This is an optimization exercise on Yosys and OpenROAD, whose aim is small area, a short achievable clock period and few clock cycles per item, not a production implementation.
The RTL was checked by simulation tests, not by an equivalence proof against the original design.
Power is estimated from default activity; no workload was simulated.

==> design.v <==
`timescale 1ns / 1ps
module proc
#(
    parameter ID = 1
)
(
    input clk,
    input res,
    input         instr_gnt,
    input         instr_r_valid,
    input  [31:0] instr_read,
    output        instr_req,
    output [31:0] instr_addr,
    input         data_gnt,
    input         data_r_valid,
    input  [31:0] data_read,
    output        data_req,
    output        data_write_enable,
    output [3:0]  data_be,
    output [31:0] data_addr,
    output [31:0] data_write
);
    localparam [29:0] RESET_PC = 30'h0680_0000;  
    wire        d_adv;         
    wire        e_adv;         
    wire        e_redirect;    
    wire [29:0] e_target;
    wire        d_redirect;    
    wire [29:0] d_tgt;
    wire [29:0] d_next;        
    reg  [29:0] pc_d;          
    reg  [29:0] pc_f;
    reg  [1:0]  live;          
    reg  [1:0]  dead;          
    reg         pend_dead;     
    reg         resync;        
    reg  [1:0]  ib_cnt;
    reg  [31:0] ib0, ib1;
    reg         req_q;         
    assign instr_req  = req_q;
    assign instr_addr = {pc_f, 2'b00};
    wire pending   = instr_req & ~instr_gnt;
    wire grant     = instr_req & instr_gnt;
    wire r_dead    = instr_r_valid & (dead != 2'd0);
    wire r_live    = instr_r_valid & (dead == 2'd0);
    wire overflow  = r_live & (ib_cnt == 2'd2) & ~d_adv;
    wire redirect  = e_redirect | d_redirect | overflow;
    reg         btb_v;
    reg  [29:0] btb_pc, btb_tgt;
    wire        hit_f = btb_v & (pc_f == btb_pc);
    wire [29:0] resync_pc = (ib_cnt == 2'd0) ? pc_d : d_next;
    wire [1:0] inf_n = live + dead + {1'b0, grant} - {1'b0, instr_r_valid};
    wire push      = r_live & ~redirect;
    wire [1:0] live_s   = live + {1'b0, grant & ~pend_dead} - {1'b0, r_live};
    wire [1:0] ib_cnt_s = ib_cnt - {1'b0, d_adv} + {1'b0, r_live};
    wire [1:0] dead_n   = redirect ? inf_n : dead + {1'b0, grant & pend_dead} - {1'b0, r_dead};
    wire       resync_n = pending & (resync | redirect);
    wire [1:0] ib_cnt_n = (e_redirect | d_redirect) ? 2'd0 : overflow ? 2'd1 : ib_cnt_s;
    wire can_fetch_s    = ((ib_cnt_s == 2'd2) ? (live_s == 2'd0) : (live_s <= 2'd1)) &&
                          (inf_n != 2'd3);
    wire req_n          = pending | (redirect ? (inf_n != 2'd3) : can_fetch_s);
    always @(posedge clk) begin
        if (res) begin
            pc_f      <= RESET_PC;
            live      <= 2'd0;
            dead      <= 2'd0;
            pend_dead <= 1'b0;
            resync    <= 1'b0;
            req_q     <= 1'b1;
        end else begin
            req_q    <= req_n;
            live     <= redirect ? 2'd0 : live_s;
            dead     <= dead_n;
            resync   <= resync_n;
            if (pending & redirect)
                pend_dead <= 1'b1;
            else if (grant)
                pend_dead <= 1'b0;
            if (pending) begin
            end else if (e_redirect) begin
                pc_f   <= e_target;
            end else if (d_redirect) begin
                pc_f   <= d_tgt;
            end else if (overflow | resync) begin
                pc_f   <= resync_pc;
            end else if (grant) begin
                pc_f <= hit_f ? btb_tgt : pc_f + 30'd1;
            end
        end
    end
    always @(posedge clk) begin
        if (res)
            ib_cnt <= 2'd0;
        else
            ib_cnt <= ib_cnt_n;
    end
    always @(posedge clk) begin
        if (d_adv | (ib_cnt == 2'd0))
            ib0 <= (ib_cnt == 2'd2) ? ib1 : instr_read;
        if ((ib_cnt == 2'd1 & ~d_adv) | (ib_cnt == 2'd2 & d_adv))
            ib1 <= instr_read;
    end
    always @(posedge clk) begin
        if (res)
            pc_d <= RESET_PC;
        else if (e_redirect)
            pc_d <= e_target;
        else if (d_adv)
            pc_d <= d_next;
    end
    always @(posedge clk) begin
        if (res)
            btb_v <= 1'b0;
        else if (d_redirect & ~ib0[2])     
            btb_v <= 1'b1;
    end
    always @(posedge clk) begin
        if (d_redirect & ~ib0[2]) begin
            btb_pc  <= pc_d;
            btb_tgt <= d_tgt;
        end
    end
    reg         e_valid, e_we, e_load, e_store, e_mul, e_br, e_jal, e_jalr, e_sub;
    reg         e_fwa, e_fwb, e_fws, e_link, e_csr_lo, e_csr_hi, e_pt;
    reg  [2:0]  e_f3;
    reg  [3:0]  e_alu;         
    reg         e_sra;
    reg  [4:0]  e_rd;
    reg  [31:0] e_a, e_b, e_s, e_c;
    reg         m_valid, m_we, m_load, m_two, m_got;
    reg  [1:0]  m_need;        
    reg  [4:0]  m_rd;
    reg  [31:0] m_res;         
    reg  [2:0]  m_lt;
    reg  [1:0]  m_off;
    reg         w_valid, w_we, w_load, w_two, w_got;
    reg  [1:0]  w_need;
    reg  [4:0]  w_rd;
    reg  [31:0] w_res;         
    reg  [2:0]  w_lt;
    reg  [1:0]  w_off;
    reg         x_valid, x_we, x_load, x_two, x_got;
    reg  [1:0]  x_need;
    reg  [4:0]  x_rd;
    reg  [31:0] x_res;
    reg  [2:0]  x_lt;
    reg  [1:0]  x_off;
    wire        wb_en;
    wire [31:0] wb_data;
    reg  [31:1] rfv;
    wire [31:0] rq [0:31];
    assign rq[0] = 32'd0;
    genvar gi;
    generate
        for (gi = 1; gi < 32; gi = gi + 1) begin : g_rf
            reg [31:0] r;
            always @(posedge clk)
                if (wb_en && x_rd == gi) r <= wb_data;
            assign rq[gi] = r;
        end
    endgenerate
    always @(posedge clk) begin
        if (res)
            rfv <= 31'd0;
        else if (wb_en)
            rfv[x_rd] <= 1'b1;
    end
    wire [31:0] inst = ib0;
    wire        d_valid = (ib_cnt != 2'd0);
    wire [4:0]  opc = inst[6:2];
    wire [2:0]  f3  = inst[14:12];
    wire [4:0]  rs1 = inst[19:15];
    wire [4:0]  rs2 = inst[24:20];
    wire [4:0]  rd  = inst[11:7];
    wire is_load  = (opc == 5'b00000);
    wire is_opimm = (opc == 5'b00100);
    wire is_auipc = (opc == 5'b00101);
    wire is_store = (opc == 5'b01000);
    wire is_op    = (opc == 5'b01100);
    wire is_lui   = (opc == 5'b01101);
    wire is_br    = (opc == 5'b11000);
    wire is_jalr  = (opc == 5'b11001);
    wire is_jal   = (opc == 5'b11011);
    wire is_sys   = (opc == 5'b11100);
    wire is_mul   = is_op & inst[25];
    wire use_rs1 = is_op | is_opimm | is_load | is_store | is_br | is_jalr;
    wire use_rs2 = is_op | is_br | is_store;
    wire d_we    = (rd != 5'd0) & (is_op | is_opimm | is_lui | is_auipc | is_jal |
                                   is_jalr | is_load | (is_sys & (f3 != 3'd0)));
    wire e_fw  = e_valid & e_we & ~e_load;
    wire m_fw  = m_valid & m_we & ~m_load;
    wire w_fw  = w_valid & w_we & ~w_load;
    wire x_fw  = x_valid & x_we;
    wire fwe1  = e_fw && e_rd == rs1;
    wire fwe2  = e_fw && e_rd == rs2;
    wire m1 = m_fw && m_rd == rs1, w1 = w_fw && w_rd == rs1, x1 = x_fw && x_rd == rs1;
    wire m2 = m_fw && m_rd == rs2, w2 = w_fw && w_rd == rs2, x2 = x_fw && x_rd == rs2;
    wire f1m = m1, f1w = ~m1 & w1, f1x = ~m1 & ~w1 & x1, f1r = ~m1 & ~w1 & ~x1;
    wire f2m = m2, f2w = ~m2 & w2, f2x = ~m2 & ~w2 & x2, f2r = ~m2 & ~w2 & ~x2;
    wire [31:0] sel1 = (32'd1 << rs1) & {rfv, 1'b0} & {32{f1r}};
    wire [31:0] sel2 = (32'd1 << rs2) & {rfv, 1'b0} & {32{f2r}};
    reg  [31:0] rs1v, rs2v;
    integer k;
    always @* begin
        rs1v = ({32{f1m}} & m_res) | ({32{f1w}} & w_res) | ({32{f1x}} & wb_data);
        rs2v = ({32{f2m}} & m_res) | ({32{f2w}} & w_res) | ({32{f2x}} & wb_data);
        for (k = 1; k < 32; k = k + 1) begin
            rs1v = rs1v | ({32{sel1[k]}} & rq[k]);
            rs2v = rs2v | ({32{sel2[k]}} & rq[k]);
        end
    end
    wire e_ld = e_valid & e_load & e_we;
    wire m_ld = m_valid & m_load & m_we;
    wire w_ld = w_valid & w_load & w_we;
    wire x_ld = x_valid & x_load & x_we & (x_need != 2'd0);
    wire hz1  = (e_ld && e_rd == rs1) | (m_ld && m_rd == rs1) |
                (w_ld && w_rd == rs1) | (x_ld && x_rd == rs1);
    wire hz2  = (e_ld && e_rd == rs2) | (m_ld && m_rd == rs2) |
                (w_ld && w_rd == rs2) | (x_ld && x_rd == rs2);
    wire hazard = (use_rs1 & hz1) | (use_rs2 & hz2);
    wire [31:0] imm_i = {{20{inst[31]}}, inst[31:20]};
    wire [31:0] imm_s = {{20{inst[31]}}, inst[31:25], inst[11:7]};
    wire [31:0] imm_b = {{19{inst[31]}}, inst[31], inst[7], inst[30:25], inst[11:8], 1'b0};
    wire [31:0] imm_u = {inst[31:12], 12'd0};
    wire [31:0] imm_j = {{11{inst[31]}}, inst[31], inst[19:12], inst[20], inst[30:21], 1'b0};
    wire [29:0] pc_inc = pc_d + 30'd1;
    assign      d_tgt  = pc_d + (is_jal ? imm_j[31:2] : imm_b[31:2]);
    wire        pt_d   = is_jal | (is_br & inst[31]);
    wire        pred_d = btb_v & (pc_d == btb_pc);
    assign      d_next = pt_d ? d_tgt : pc_inc;
    wire        a_rs = ~(is_lui | is_auipc | is_jal | is_sys);
    wire        a_pc = is_auipc | is_jal;
    wire        a_id = is_sys & (inst[31:20] == 12'hF14);
    wire [31:0] d_a  = ({32{a_rs}} & rs1v) | ({32{a_pc}} & {pc_d, 2'b00}) |
                       ({32{a_id}} & ID);
    wire        b_rs = is_op | is_br;
    wire [31:0] b_im = (is_lui | is_auipc) ? imm_u : is_jal ? 32'd4 : is_store ? imm_s : imm_i;
    wire [31:0] d_b  = ({32{b_rs}} & rs2v) | ({32{~b_rs & ~is_sys}} & b_im);
    wire        s_rs = ~(is_br | is_jalr | is_mul);
    wire [31:0] s_ot = (is_br & ~pt_d) ? {d_tgt, 2'b00} :
                       (is_br | is_jalr) ? {pc_inc, 2'b00} : 32'd0;
    wire [31:0] d_s  = ({32{s_rs}} & rs2v) | s_ot;
    wire [3:0]  d_alu = (is_op | is_opimm) & ~is_mul ? {1'b0, f3} : 4'd0;
    wire        d_sub = is_br | ((is_op | is_opimm) & (f3 == 3'b010 | f3 == 3'b011)) |
                        (is_op & inst[30] & (f3 == 3'b000));
    wire e_free;
    assign d_adv = d_valid & ~hazard & e_free;
    assign d_redirect = d_adv & pt_d & ~pred_d;
    always @(posedge clk) begin
        if (res)
            e_valid <= 1'b0;
        else if (e_free)
            e_valid <= d_adv & ~e_redirect;
    end
    wire mul_step;
    wire [31:0] a, b, mul_s, mul_c;
    reg  [2:0]  mcnt;
    always @(posedge clk) begin
        if (e_free) begin
            e_we     <= d_we;
            e_load   <= is_load;
            e_store  <= is_store;
            e_mul    <= is_mul;
            e_br     <= is_br;
            e_jal    <= is_jal;
            e_jalr   <= is_jalr;
            e_sub    <= d_sub;
            e_alu    <= d_alu;
            e_sra    <= inst[30];
            e_f3     <= f3;
            e_rd     <= rd;
            e_fwa    <= use_rs1 & fwe1;
            e_fwb    <= (is_op | is_br) & fwe2;
            e_fws    <= is_store & fwe2;
            e_link   <= is_jalr;
            e_pt     <= pt_d;
            e_csr_lo <= is_sys & (inst[31:20] == 12'hC02);
            e_csr_hi <= is_sys & (inst[31:20] == 12'hC82);
            e_a      <= d_a;
            e_b      <= d_b;
            e_s      <= d_s;
            e_c      <= 32'd0;
        end else begin
            e_fwa    <= 1'b0;
            e_fwb    <= 1'b0;
            e_fws    <= 1'b0;
            if (mul_step & ~e_fwa & ~e_fwb & (mcnt == 3'd3)) begin
                e_a  <= mul_s;
                e_b  <= mul_c;
            end else if (mul_step & ~e_fwa & ~e_fwb) begin
                e_a  <= e_a << 8;
                e_b  <= e_b >> 8;
                e_s  <= mul_s;
                e_c  <= mul_c;
            end else begin
                e_a  <= a;
                e_b  <= b;
                e_s  <= sv;
            end
        end
    end
    assign      a  = e_fwa ? m_res : e_a;
    assign      b  = e_fwb ? m_res : e_b;
    wire [31:0] sv = e_fws ? m_res : e_s;
    wire [32:0] sum33 = {1'b0, a} + {1'b0, b ^ {32{e_sub}}} + {32'd0, e_sub};
    wire [31:0] sum   = sum33[31:0];
    wire        ltu   = ~sum33[32];
    wire        lts   = (a[31] ^ b[31]) ? a[31] : sum[31];
    wire        eq    = (a == b);
    wire        shl   = (e_alu[2:0] == 3'b001);
    wire        sra   = e_sra & a[31] & ~shl;
    reg  [31:0] sh_in, sh_rev;
    integer j;
    always @* begin
        for (j = 0; j < 32; j = j + 1) sh_in[j] = shl ? a[31-j] : a[j];
    end
    wire [63:0] sh_wide = {{32{sra}}, sh_in} >> b[4:0];
    always @* begin
        for (j = 0; j < 32; j = j + 1) sh_rev[j] = shl ? sh_wide[31-j] : sh_wide[j];
    end
    reg [31:0] alu_res;
    always @* begin
        case (e_alu[2:0])
            3'b000: alu_res = sum;
            3'b001: alu_res = sh_rev;
            3'b010: alu_res = {31'd0, lts};
            3'b011: alu_res = {31'd0, ltu};
            3'b100: alu_res = a ^ b;
            3'b101: alu_res = sh_rev;
            3'b110: alu_res = a | b;
            default: alu_res = a & b;
        endcase
    end
    reg br_cond;
    always @* begin
        case ({e_f3[2], e_f3[1]})
            2'b00:   br_cond = eq;
            2'b10:   br_cond = lts;
            2'b11:   br_cond = ltu;
            default: br_cond = 1'b0;
        endcase
    end
    wire br_taken = e_br & (br_cond ^ e_f3[0]) & (e_f3[2] | ~e_f3[1]);
    reg  [63:0] instret;
    reg         inc_q;
    wire [63:0] instret_n = instret + {63'd0, inc_q};
    always @(posedge clk) begin
        if (res) begin
            instret <= 64'd0;
            inc_q   <= 1'b0;
        end else begin
            instret <= instret_n;
            inc_q   <= e_adv;
        end
    end
    function [63:0] csa;       
        input [31:0] x, y, z;
        begin
            csa[31:0]  = x ^ y ^ z;
            csa[63:32] = {((x[30:0] & y[30:0]) | (x[30:0] & z[30:0]) | (y[30:0] & z[30:0])), 1'b0};
        end
    endfunction
    wire [31:0] pp0 = e_b[0] ? e_a        : 32'd0;
    wire [31:0] pp1 = e_b[1] ? e_a << 1 : 32'd0;
    wire [31:0] pp2 = e_b[2] ? e_a << 2 : 32'd0;
    wire [31:0] pp3 = e_b[3] ? e_a << 3 : 32'd0;
    wire [31:0] pp4 = e_b[4] ? e_a << 4 : 32'd0;
    wire [31:0] pp5 = e_b[5] ? e_a << 5 : 32'd0;
    wire [31:0] pp6 = e_b[6] ? e_a << 6 : 32'd0;
    wire [31:0] pp7 = e_b[7] ? e_a << 7 : 32'd0;
    wire [63:0] l1a = csa(pp0, pp1, pp2);
    wire [63:0] l1b = csa(pp3, pp4, pp5);
    wire [63:0] l1c = csa(pp6, pp7, e_s);
    wire [63:0] l2a = csa(l1a[31:0], l1a[63:32], l1b[31:0]);
    wire [63:0] l2b = csa(l1b[63:32], l1c[31:0], l1c[63:32]);
    wire [63:0] l3  = csa(l2a[31:0], l2a[63:32], e_c);
    wire [63:0] l4  = csa(l3[31:0], l3[63:32], l2b[31:0]);
    wire [63:0] l5  = csa(l4[31:0], l4[63:32], l2b[63:32]);
    assign mul_s = l5[31:0];
    assign mul_c = l5[63:32];
    wire mul_last = (mcnt == 3'd4);
    assign mul_step = e_valid & e_mul & ~mul_last;
    wire m_free;
    wire   n_full;
    assign e_adv   = e_valid & ~mul_step & m_free & ~(n_full & (e_load | e_store));
    assign e_free  = ~e_valid | e_adv;
    always @(posedge clk) begin
        if (res)
            mcnt <= 3'd0;
        else if (e_adv)
            mcnt <= 3'd0;
        else if (mul_step & ~e_fwa & ~e_fwb)
            mcnt <= mcnt + 3'd1;
    end
    wire [31:0] e_res = e_link   ? sv :
                        e_csr_lo ? instret_n[31:0] :
                        e_csr_hi ? instret_n[63:32] : alu_res;
    assign e_redirect = e_adv & (e_jalr | (e_br & (br_taken ^ e_pt)));
    assign e_target   = e_jalr ? sum[31:2] : e_s[31:2];
    wire [1:0] off   = sum[1:0];
    wire [3:0] msk   = (e_f3[1:0] == 2'b00) ? 4'b0001 : (e_f3[1:0] == 2'b01) ? 4'b0011 : 4'b1111;
    wire [7:0] be8   = {4'b0000, msk} << off;
    reg  [31:0] st_rot;
    always @* begin
        case (off)
            2'd0: st_rot = sv;
            2'd1: st_rot = {sv[23:0], sv[31:24]};
            2'd2: st_rot = {sv[15:0], sv[31:16]};
            default: st_rot = {sv[7:0], sv[31:8]};
        endcase
    end
    reg         b_v, b_we, n_v, n_we;
    reg  [29:0] b_addr, n_addr;
    reg  [3:0]  b_be, b_behi, n_be, n_behi;
    reg  [31:0] b_wdata, n_wdata;
    assign data_req          = b_v;
    assign data_addr         = {b_addr, 2'b00};
    assign data_be           = b_be;
    assign data_write        = b_wdata;
    assign data_write_enable = b_we;
    assign n_full  = n_v;
    wire e_req     = e_adv & (e_load | e_store);
    wire b_part2   = b_v & data_gnt & (b_behi != 4'd0);
    wire b_free_nx = ~b_v | (data_gnt & (b_behi == 4'd0));
    wire n_to_b    = n_v & b_free_nx;
    wire e_to_b    = e_req & b_free_nx & ~n_v;
    wire e_to_n    = e_req & ~b_free_nx;
    wire b_keep    = ~n_to_b & ~e_to_b;
    always @(posedge clk) begin
        if (res) begin
            b_v <= 1'b0;
            n_v <= 1'b0;
        end else begin
            b_v <= n_to_b | e_to_b | (b_v & ~b_free_nx);
            n_v <= e_to_n | (n_v & ~b_free_nx);
        end
    end
    always @(posedge clk) begin
        b_we    <= (n_to_b & n_we) | (e_to_b & e_store) | (b_keep & b_we);
        b_addr  <= ({30{n_to_b}} & n_addr) | ({30{e_to_b}} & sum[31:2]) |
                   ({30{b_keep}} & (b_addr + {29'd0, b_part2}));
        b_be    <= ({4{n_to_b}} & n_be) | ({4{e_to_b}} & be8[3:0]) |
                   ({4{b_keep}} & (b_part2 ? b_behi : b_be));
        b_behi  <= ({4{n_to_b}} & n_behi) | ({4{e_to_b}} & be8[7:4]) |
                   ({4{b_keep & ~b_part2}} & b_behi);
        b_wdata <= ({32{n_to_b}} & n_wdata) | ({32{e_to_b}} & st_rot) | ({32{b_keep}} & b_wdata);
        if (~n_v) begin
            n_we    <= e_store;
            n_addr  <= sum[31:2];
            n_be    <= be8[3:0];
            n_behi  <= be8[7:4];
            n_wdata <= st_rot;
        end
    end
    wire x_wait = x_valid & x_load & (x_need != 2'd0);
    wire w_wait = w_valid & w_load & (w_need != 2'd0);
    wire resp_x = data_r_valid & x_wait;
    wire resp_w = data_r_valid & ~x_wait & w_wait;
    wire resp_m = data_r_valid & ~x_wait & ~w_wait;
    function [31:0] capture;
        input        two, got;
        input [1:0]  off;
        input [31:0] held, rd;
        integer n;
        begin
            for (n = 0; n < 4; n = n + 1)
                capture[8*n +: 8] = (two && got && n >= off) ? held[8*n +: 8] : rd[8*n +: 8];
        end
    endfunction
    wire w_free;
    wire m_adv    = m_valid & w_free;
    assign m_free = ~m_valid | m_adv;
    wire [31:0] m_word  = resp_m ? capture(m_two, m_got, m_off, m_res, data_read) : m_res;
    always @(posedge clk) begin
        if (res)
            m_valid <= 1'b0;
        else if (m_free)
            m_valid <= e_adv;
    end
    always @(posedge clk) begin
        if (m_free) begin
            m_we    <= e_we;
            m_load  <= e_load;
            m_rd    <= e_rd;
            m_res   <= (e_load | e_store) ? sum : e_res;
            m_two   <= (be8[7:4] != 4'd0);
            m_lt    <= e_f3;
            m_off   <= off;
            m_need  <= ~e_load ? 2'd0 : (be8[7:4] != 4'd0) ? 2'd2 : 2'd1;
            m_got   <= 1'b0;
        end else begin
            m_need  <= m_need - {1'b0, resp_m};
            m_res   <= m_word;
            if (resp_m) m_got <= 1'b1;
        end
    end
    wire x_free;
    wire w_adv = w_valid & x_free;
    assign w_free = ~w_valid | w_adv;
    wire [31:0] w_word = resp_w ? capture(w_two, w_got, w_off, w_res, data_read) : w_res;
    always @(posedge clk) begin
        if (res)
            w_valid <= 1'b0;
        else if (w_free)
            w_valid <= m_adv;
    end
    always @(posedge clk) begin
        if (w_free) begin
            w_we   <= m_we;
            w_load <= m_load;
            w_two  <= m_two;
            w_rd   <= m_rd;
            w_res  <= m_load ? m_word : m_res;
            w_lt   <= m_lt;
            w_off  <= m_off;
            w_need <= m_need - {1'b0, resp_m};
            w_got  <= m_got | resp_m;
        end else begin
            w_res  <= w_word;
            w_need <= w_need - {1'b0, resp_w};
            if (resp_w) w_got <= 1'b1;
        end
    end
    wire x_ready = ~x_load | (x_need == 2'd0);
    assign x_free = ~x_valid | x_ready;
    wire [31:0] x_word = resp_x ? capture(x_two, x_got, x_off, x_res, data_read) : x_res;
    always @(posedge clk) begin
        if (res)
            x_valid <= 1'b0;
        else if (x_free)
            x_valid <= w_adv;
    end
    always @(posedge clk) begin
        if (x_free) begin
            x_we   <= w_we;
            x_load <= w_load;
            x_two  <= w_two;
            x_rd   <= w_rd;
            x_res  <= w_word;
            x_lt   <= w_lt;
            x_off  <= w_off;
            x_need <= w_need - {1'b0, resp_w};
            x_got  <= w_got | resp_w;
        end else begin
            x_res  <= x_word;
            x_need <= x_need - {1'b0, resp_x};
            if (resp_x) x_got <= 1'b1;
        end
    end
    reg [31:0] ld_rot, ld_val;
    always @* begin
        case (x_off)
            2'd0: ld_rot = x_res;
            2'd1: ld_rot = {x_res[7:0], x_res[31:8]};
            2'd2: ld_rot = {x_res[15:0], x_res[31:16]};
            default: ld_rot = {x_res[23:0], x_res[31:24]};
        endcase
        case (x_lt)
            3'b000:  ld_val = {{24{ld_rot[7]}}, ld_rot[7:0]};
            3'b100:  ld_val = {24'd0, ld_rot[7:0]};
            3'b001:  ld_val = {{16{ld_rot[15]}}, ld_rot[15:0]};
            3'b101:  ld_val = {16'd0, ld_rot[15:0]};
            default: ld_val = ld_rot;
        endcase
    end
    assign wb_en   = x_valid & x_we & x_ready;
    assign wb_data = x_load ? ld_val : x_res;
endmodule
==> flow/run.sh <==
#!/bin/bash
# Standard ORFS layout, with the resizer's setup repair aiming for extra slack
# (the clock and the constraints are the design's own); the design repair
# keeps more headroom below the max-capacitance and max-slew limits.
set -euo pipefail
bash standard.sh SETUP_SLACK_MARGIN=15 CAP_MARGIN=35 SLEW_MARGIN=35 finish > standard_flow.log 2>&1
==> standard.sh <==
#!/bin/bash
# synth_recipe.tcl (not shown) runs the flow's synth.tcl, then flattens the netlist and writes it again
# the make line also repeats each setting of config.mk as NAME=value (left out here)
make -C /OpenROAD-flow-scripts/flow DESIGN_CONFIG=/design/flow/config.mk WORK_HOME=/design/flow/orfs CLKGATE_MAP_FILE= SYNTH_SCRIPT=/design/flow/synth_recipe.tcl "${@:-finish}"
==> config.mk <==
export PLATFORM = sky130hd
export DESIGN_NAME = proc
export DESIGN_NICKNAME = proc
export VERILOG_FILES = /design/flow/design.v
export SDC_FILE = /design/flow/constraint.sdc
export NUM_CORES = 4
export LEC_CHECK = 0
export CAP_MARGIN = 20
export CORE_MARGIN = 2
export CORE_UTILIZATION = 40
export SLEW_MARGIN = 20
==> constraint.sdc <==
create_clock -name core_clock -period 20.0 [get_ports {clk}]
set_input_delay 4.0000 -clock core_clock [delete_from_list [all_inputs] [get_ports {clk}]]
set_output_delay 4.0000 -clock core_clock [all_outputs]
set_load 0.01 [all_outputs]
==> summary.txt, run 1 <==
STA
  – RSZ-0062 raised after global routing: true
  – Post-route minimum period: ~5.4 ns
  – Worst-Margin Slew: ~1.2 ns
  – Setup TNS: 0 ns
  – Hold_ws: roughly 0.43 ns
  – Final Skew: about 0.053 ns
  – Period Utilization, post-route: a little over a quarter
  – Max-slew violation count: 0
  – Fmax: around 190 MHz
  – Final setup viols: 0
  – Final hold violations: 0
  – Max-slew headroom: 21.1%

Run
  – Max-cap violation count: 0

Worst hold path
  – Worst hold path type: reg -> reg

Global route
  – Overall Global Routing Usage: around 40%
  – Vias in the first global route: around 84000
  – Gr ovfl total: 0
  – Largest net degree at the start of global routing: 67
  – Initial antenna violation count: 48
  – First-pass GRT wire length: ~690 mm

CTS
  – Max Buffers Root-to-Sink: 3
  – Cts hold-fix bufs: 0
  – TritonCTS Buffers: 190
  – Htree depth: 4
  – TritonCTS sink count: about 1700
  – Clock root buffer: clkbuf_16
  – Worst-Skew Late Latency: ~0.94 ns
  – Clock-pin slew on the worst setup and hold paths: roughly 0.070 ns
  – TritonCTS clock tree: done

Logic synthesis
  – Synth Register Bits: 1723
  – Post-synthesis sequential area ratio: between 40 and 50%
  – Cells after Synth: 9054
  – Netlist Area Pre-Place: 96300 um2
  – Post-synthesis cell type count: 98
  – Async SR Flop Fraction: 0%
  – Synth top area cells: edfxtp_1 (41%), dfxtp_1 (8.6%), fa_1 (4.5%), a22oi_1 (4.1%), mux2i_1 (3.1%)
  – Count leader, synth: edfxtp_1
  – Most frequently used flop master after synthesis: edfxtp_1
  – Post-synth EDFFs: 1309
  – Synth warnings: 1
  – Top cell type's share of synthesized area: between 40% and 50%
  – Post-synth top cells: edfxtp_1 (1309), nand2_1 (758), nor2_1 (564)
  – Synth area leader: edfxtp_1
  – Synth Area per Inst: ~11 um2

Worst setup path
  – Max FO, Critical Path: 2
  – Kind of critical path: reg -> out
  – Worst Path Buf+Inv: 1
  – CP arrival: 1.40 ns
  – CP max-delay cell: dfxtp_4
  – Critical path required time: ~16 ns
  – CP Cell Sequence: buf_6
  – Max stage delay on crit path: 0.39 ns
  – Crit end category: output pin
  – Family with the most delay on the worst path: flip-flops
  – CP Launch Type: flip-flop

Floorplan
  – CORE AREA: around 240000 um2
  – Die area: between 200000 and 250000 um2
  – Row Count: 180
  – Die H: a little under 500 um
  – Die W: 495 um
  – I/O pin count: 173
  – Initial Util: about two fifths

Place
  – Placed Area: between 100000 and 150000 um2
  – Final Wtd Congestion: 1.05
  – Inst Count DP: about 12000
  – Post-DP HPWL: approximately 330 mm
  – Number of port buffers: between 150 and 200

Layout
  – Fin area: approximately 120000 um2
  – Layout cells sized above 1: roughly a fifth
  – Register area: approximately 48000 um2
  – Net count, final: around 10000
  – Area delta synth->final: 20.1%
  – Final non-filler cell total: roughly 13000
  – Area used by multi-input combinational logic: ~47000 um2
  – Fillers: approximately 22000

Drt
  – Number of DRC markers in iteration 0: roughly 16000
  – Via count: about 90000
  – Drt pass-1 iters: 16
  – Post-route ant nets: 0
  – DRC viols: 0
  – WL per Instance: approximately 40 um
  – Final WL: a little over 500 mm
  – Vias/cell: about 7.0

Pwr
  – Power Density: about 110 nW/um2
  – Pwr Total: 0.0132 W
  – VDD IR max: 114 uV
  – Leak: 41.7 nW

Run status
  – Status: complete, no violations
[report_power, final]
| part | internal (W) | total [W] | switching, W |
|---|---|---|---|
| Sequential | 0.00462 | 0.00507 | 0.000446 |
| Combinational | 0.00145 | 0.00427 | 0.00282 |
| Clock | 0.00219 | 0.00383 | 0.00165 |
[worst paths after layout]
path	startpoint	end	slack, ns	depth (start not counted)
setup / recovery	pc_f[16]$_SDFFE_PP0P_	instr_addr[18]	14.60	1
hold / removal	m_lt[1]$_DFFE_PN_	w_lt[1]$_DFFE_PN_	0.43	0
setup reg to reg	ib0[20]$_DFFE_PP_	e_s[18]$_DFFE_PP_	14.88	18
hold reg to reg	m_lt[1]$_DFFE_PN_	w_lt[1]$_DFFE_PN_	0.43	0
[per-layer routing]
metal  GRT usage, %  part of all wire [%]  vias up
met4           35.5                    11       44
met3           16.9                    15     2865
met5          0.431                 0.089        -
met1           46.3                    33    43800
li1               -                     -    35000
met2           59.0                    41     8171
[metrics by stage]
| step | setup WS (ns) | util, % |
|---|---|---|
| 6_report | 14.60 | 48.2 |
| 5_1_grt | 14.58 | 48.2 |
| 4_1_cts | 14.57 | 47.4 |
| 3_5_place_dp | 12.89 | 43.2 |
| 3_3_place_gp | 12.85 | 42.9 |
| 2_1_floorplan | 14.30 | - |
[area by class of cell]
cell class                 count  share of cell area, %
sequential                  1723                   41.4
multi-input combinational   6171                   40.7
timing repair buffer         872                   7.18
clock buffer                 223                   4.36
tap                         3185                   3.45
clock inverter               133                   1.45
inverter                     435                   1.43
antenna                       30                 0.0649
[sequential cells by signal, indices dropped and copies added (netlist names), 31 cells and up]
| register | flops |
|---|---|
| e_b | 32 |
| rfv | 31 |
| x_res | 32 |
| instret | 64 |
| b_wdata | 32 |
| w_res | 32 |
| g_rf.r | 992 |
| m_res | 32 |
| e_s | 32 |
| n_wdata | 32 |
| e_a | 32 |
[cells by family (layout without fill, tap and decap cells)]
logic type / count (synthesis) / count (layout) / share of synthesized area, %
fa+ha+maj: 385 / 385 / 6.68
compound gates: 2580 / 2582 / 19.1
xor+xnor: 365 / 365 / 3.32
other cells: 1 / 34 / 0.00389
mux: 414 / 414 / 4.52
flops: 1723 / 1723 / 49.4
buf+inv: 1165 / 1663 / 4.79
simple gates: 2421 / 2421 / 12.1
[cell usage in the layout, fill, tap and decap left out, drive strengths merged, types with 30 or more instances in the layout]
master,instances
o211ai,82
o22ai,70
and2,198
a22o,226
diode,30
a221oi,303
mux2,113
nor2,565
a21o,36
a22oi,531
a21oi,451
a31oi,64
nand2,758
a222oi,103
clkinv,87
clkbuf,224
nor4,44
clkdlybuf4s50,60
nand4,168
dfxtp,414
nand2b,33
xnor2,215
and3,125
nor3,107
mux2i,297
o221ai,43
ha,170
o21ai,370
buf,802
xor2,150
a211oi,100
edfxtp,1309
inv,435
a221o,37
fa,215
nor2b,70
nand3,213
[what timing repair did]
item / in CTS / in global routing
setup buffers: 195 / 104
endpoints found under the setup margin: 438 / 236
endpoints found under the hold margin: 0 / 0
cloned: 15 / 1
gates resized for setup: 866 / 191
pin swaps: 43 / 79
Testbench counts, summed over its fixed seeds: cycles 45,377, instructions 33,484.
==> inputs of run 2 (changes only) <==
==> flow/run.sh (replaced) <==
#!/bin/bash
# Standard ORFS layout, with the resizer's setup repair aiming for extra slack
# (the clock and the constraints are the design's own); the core is filled to
# 55%, and the design repair keeps more headroom below the max-capacitance and
# max-slew limits.
set -euo pipefail
bash standard.sh SETUP_SLACK_MARGIN=15 CORE_UTILIZATION=55 CAP_MARGIN=35 SLEW_MARGIN=35 \
    finish > standard_flow.log 2>&1
==> run 2 against run 1 <==
Against the previous run:
- via count grew 0.50%
- non-clock buffer count shrank 87
- final cell count shrank 7.6%
- combinational power shrank 5.4%
- synthesized cell count is the same
- global-route usage grew 12 points
- largest cell class unchanged
- largest power group unchanged
- highest routed layer unchanged
==> summary.txt, run 2 <==
Run status
  – Status: complete, no violations

STA
  – Final Skew: approximately 0.09 ns
  – Setup TNS: 0 ns
  – Hold_ws: between 0.4 and 0.5 ns
  – Fmax: roughly 190 MHz
  – RSZ-0062 raised after global routing: true
  – Final hold violations: 0
  – Period Utilization, post-route: between 20% and 30%
  – Max-slew violation count: 0
  – Post-route minimum period: around 5.4 ns
  – Final worst slack: 14.62 ns
  – Max-slew headroom: approximately 25%
  – Worst-Margin Slew: 1.13 ns
  – Final setup viols: 0

Floorplan
  – Die W: between 400 and 500 um
  – Row Count: between 150 and 200
  – Initial Util: around 55%
  – CORE AREA: approximately 170000 um2
  – Die H: 422 um
  – Die area: roughly 180000 um2
  – I/O pin count: between 150 and 200

Worst setup path
  – CP max-delay cell: dfxtp_4
  – CP Launch Type: flip-flop
  – Critical path required time: ~16 ns
  – Crit end category: output pin
  – R2R cell count: 16
  – Max stage delay on crit path: 0.39 ns
  – CP Cell Sequence: buf_6
  – WP depth: 1
  – Worst Path Buf+Inv: 1
  – Kind of critical path: reg -> out
  – CP arrival: 1.38 ns
  – Max FO, Critical Path: 2
  – Family with the most delay on the worst path: flip-flops

Global route
  – Overall Global Routing Usage: between 50 and 60%
  – First-pass GRT wire length: roughly 660 mm
  – Initial antenna violation count: 49
  – Gr ovfl total: 0
  – Largest net degree at the start of global routing: 75
  – Vias in the first global route: 83800

Logic synthesis
  – Synth Register Bits: 1723
  – Post-synth top cells: edfxtp_1 (1309), nand2_1 (758), nor2_1 (564)
  – Async SR Flop Fraction: 0%
  – Netlist Area Pre-Place: 96300 um2
  – Synth area leader: edfxtp_1
  – Cells after Synth: slightly above 9000
  – Synth Area per Inst: around 11 um2
  – Synth top area cells: edfxtp_1 (41%), dfxtp_1 (8.6%), fa_1 (4.5%), a22oi_1 (4.1%), mux2i_1 (3.1%)
  – Post-synth EDFFs: 1309
  – Count leader, synth: edfxtp_1
  – Post-synthesis cell type count: just under 100
  – Post-synthesis sequential area ratio: 49.4%
  – Top cell type's share of synthesized area: about two fifths
  – Most frequently used flop master after synthesis: edfxtp_1
  – Synth warnings: 1

Worst hold path
  – Min-Delay Path Depth: 2
  – Worst hold path type: reg -> reg

Layout
  – Final core occ: approximately two thirds
  – Most frequent cells in the layout: edfxtp_1 (1309), nand2_1 (743), a22oi_1 (530)
  – Largest Register: g_rf.r
  – Number of flip-flops in the largest register: approximately 990
  – Commonest non-fill, non-tap cell in the layout: edfxtp_1
  – Area delta synth->final: 17.3%
  – Net count, final: just under 10000
  – Layout cells sized above 1: roughly 18%
  – Largest regs: g_rf.r x992, instret x64

CTS
  – TritonCTS sink count: 1723
  – Htree depth: 4
  – Worst-Skew Late Latency: approximately 0.90 ns
  – Clock-pin slew on the worst setup and hold paths: approximately 0.060 ns
  – Max Buffers Root-to-Sink: 3
  – TritonCTS clock tree: done
  – Clock root buffer: clkbuf_16
  – TritonCTS Buffers: 180

Drt
  – WL per Instance: 41.1 um
  – Drt pass-1 iters: 14
  – Final WL: slightly below 500 mm
  – Vias/cell: around 7.7
  – DRC viols: 0
  – Via count: ~90000
  – Number of DRC markers in iteration 0: about 18000
  – Post-route ant nets: 0

Place
  – Worst slack at placement: 12.99 ns
  – Final Wtd Congestion: 1.09
  – Post-DP HPWL: around 310 mm
  – Number of port buffers: between 150 and 200

Pwr
  – Leak: between 40 and 50 nW
  – Power Density: around 110 nW/um2
  – VDD IR max: about 120 uV

Run
  – Max-cap violation count: 0
[run 2: cell types whose count changed in the layout (fill, tap and decap cells not counted), moves of 11 or more]
cell | previous run | this run
clkinv_2 | 40 | 23
bufinv_16 | 28 | 14
xnor2_2 | 23 | 9
buf_4 | 574 | 516
mux2i_2 | 24 | 9
xnor2_1 | 188 | 201
clkbuf_1 | 20 | 50
mux2i_1 | 238 | 249
buf_12 | 45 | 30
[run 2: final cells by class]
cell class / count / area (um2)
antenna: 29 / 72.6
clock buffer: 239 / 4840
clock inverter: 94 / 1070
fill: 13700 / 60800
inverter: 435 / 1690
multi-input combinational: 6171 / 47000
sequential: 1723 / 47900
tap: 2325 / 2910
timing repair buffer: 785 / 7550
[run 2: report_power, final]
group	internal, W	leakage (nW)	switching (W)
Clock	0.00190	2.84	0.00154
Combinational	0.00139	22.2	0.00265
Sequential	0.00462	15.7	0.000543
[run 2: logic make-up after synthesis]
family                   after synthesis  synth area share, %
AO/OA/AOI/OAI                       2580                 19.1
multiplexers                         414                 4.52
AND/OR/NAND/NOR                     2421                 12.1
adder cells (fa/ha/maj)              385                 6.68
XOR/XNOR                             365                 3.32
buffers and inverters               1165                 4.79
other                                  1              0.00389
flip-flops                          1723                 49.4
[run 2: metal layers]
metal  part of all wire [%]  track usage [%]
met1                     32             61.2
met5                   0.13             1.77
met4                     12             44.2
met3                     16             22.3
met2                     41             74.8
[run 2: timing repair]
action                                  in CTS  in global routing
setup buffers                              153                103
hold buffers                                 0                  0
endpoints found under the setup margin     530                307
pin swaps                                   34                 58
gates resized for setup                    874                180
gates cloned                                12                  6
[run 2: stage by stage]
stage | cell area [um2] | power [W] | instances
4_1_cts | 111000 | 0.0122 | 11700
5_1_grt | 113000 | 0.0128 | 11800
3_3_place_gp | 102000 | 0.00846 | 11100
2_1_floorplan | 96900 | 0.00685 | 9057
6_report | 113000 | 0.0126 | 11800
3_5_place_dp | 102000 | 0.00855 | 11200
[run 2: path summary, 6_finish.rpt]
check                           slack, ns                   from                  to
worst min register to register       0.42   n_addr[11]$_DFFE_PN_  b_addr[11]$_DFF_P_
worst max register to register      14.84      ib0[20]$_DFFE_PP_   e_s[30]$_DFFE_PP_
worst max-delay path                14.62  pc_f[12]$_SDFFE_PP0P_      instr_addr[14]
worst min-delay path                 0.42   n_addr[11]$_DFFE_PN_  b_addr[11]$_DFF_P_

static timing again, ports no longer ideal:
No port has a modelled driver above. Below, the same layouts with a new extraction and two added sets of constraints.
Step 1 assumes that a clkbuf_16 drives the clock port and a buf_2 every other input.
Step 2 adds t to the input delays and takes it off the output delays; t is the mean of the earliest and latest rising clock arrival at the registers after step 1. Input paths then give back, and output paths get back, about the clock's delay inside the block.
Slacks: ideal / step 1 / step 2; pairs: ideal / step 1.
run | t (ns) | slack for setup (ns) | clock arrival spread, ns | worst slew at a driven data input, ns | pins driven straight from the clock port
run 1 | 1.006 | 14.599 / 14.504 / 14.021 | 0.054 / 0.054 | 0.17 | 1
run 2 | 0.942 | 14.622 / 14.533 / 14.084 | 0.088 / 0.088 | 0.07 | 1
After both steps setup and hold are still met in every run listed. The setup slack of run 1, which loses most, moves by -0.095 ns with the drivers and by -0.578 ns with both steps.
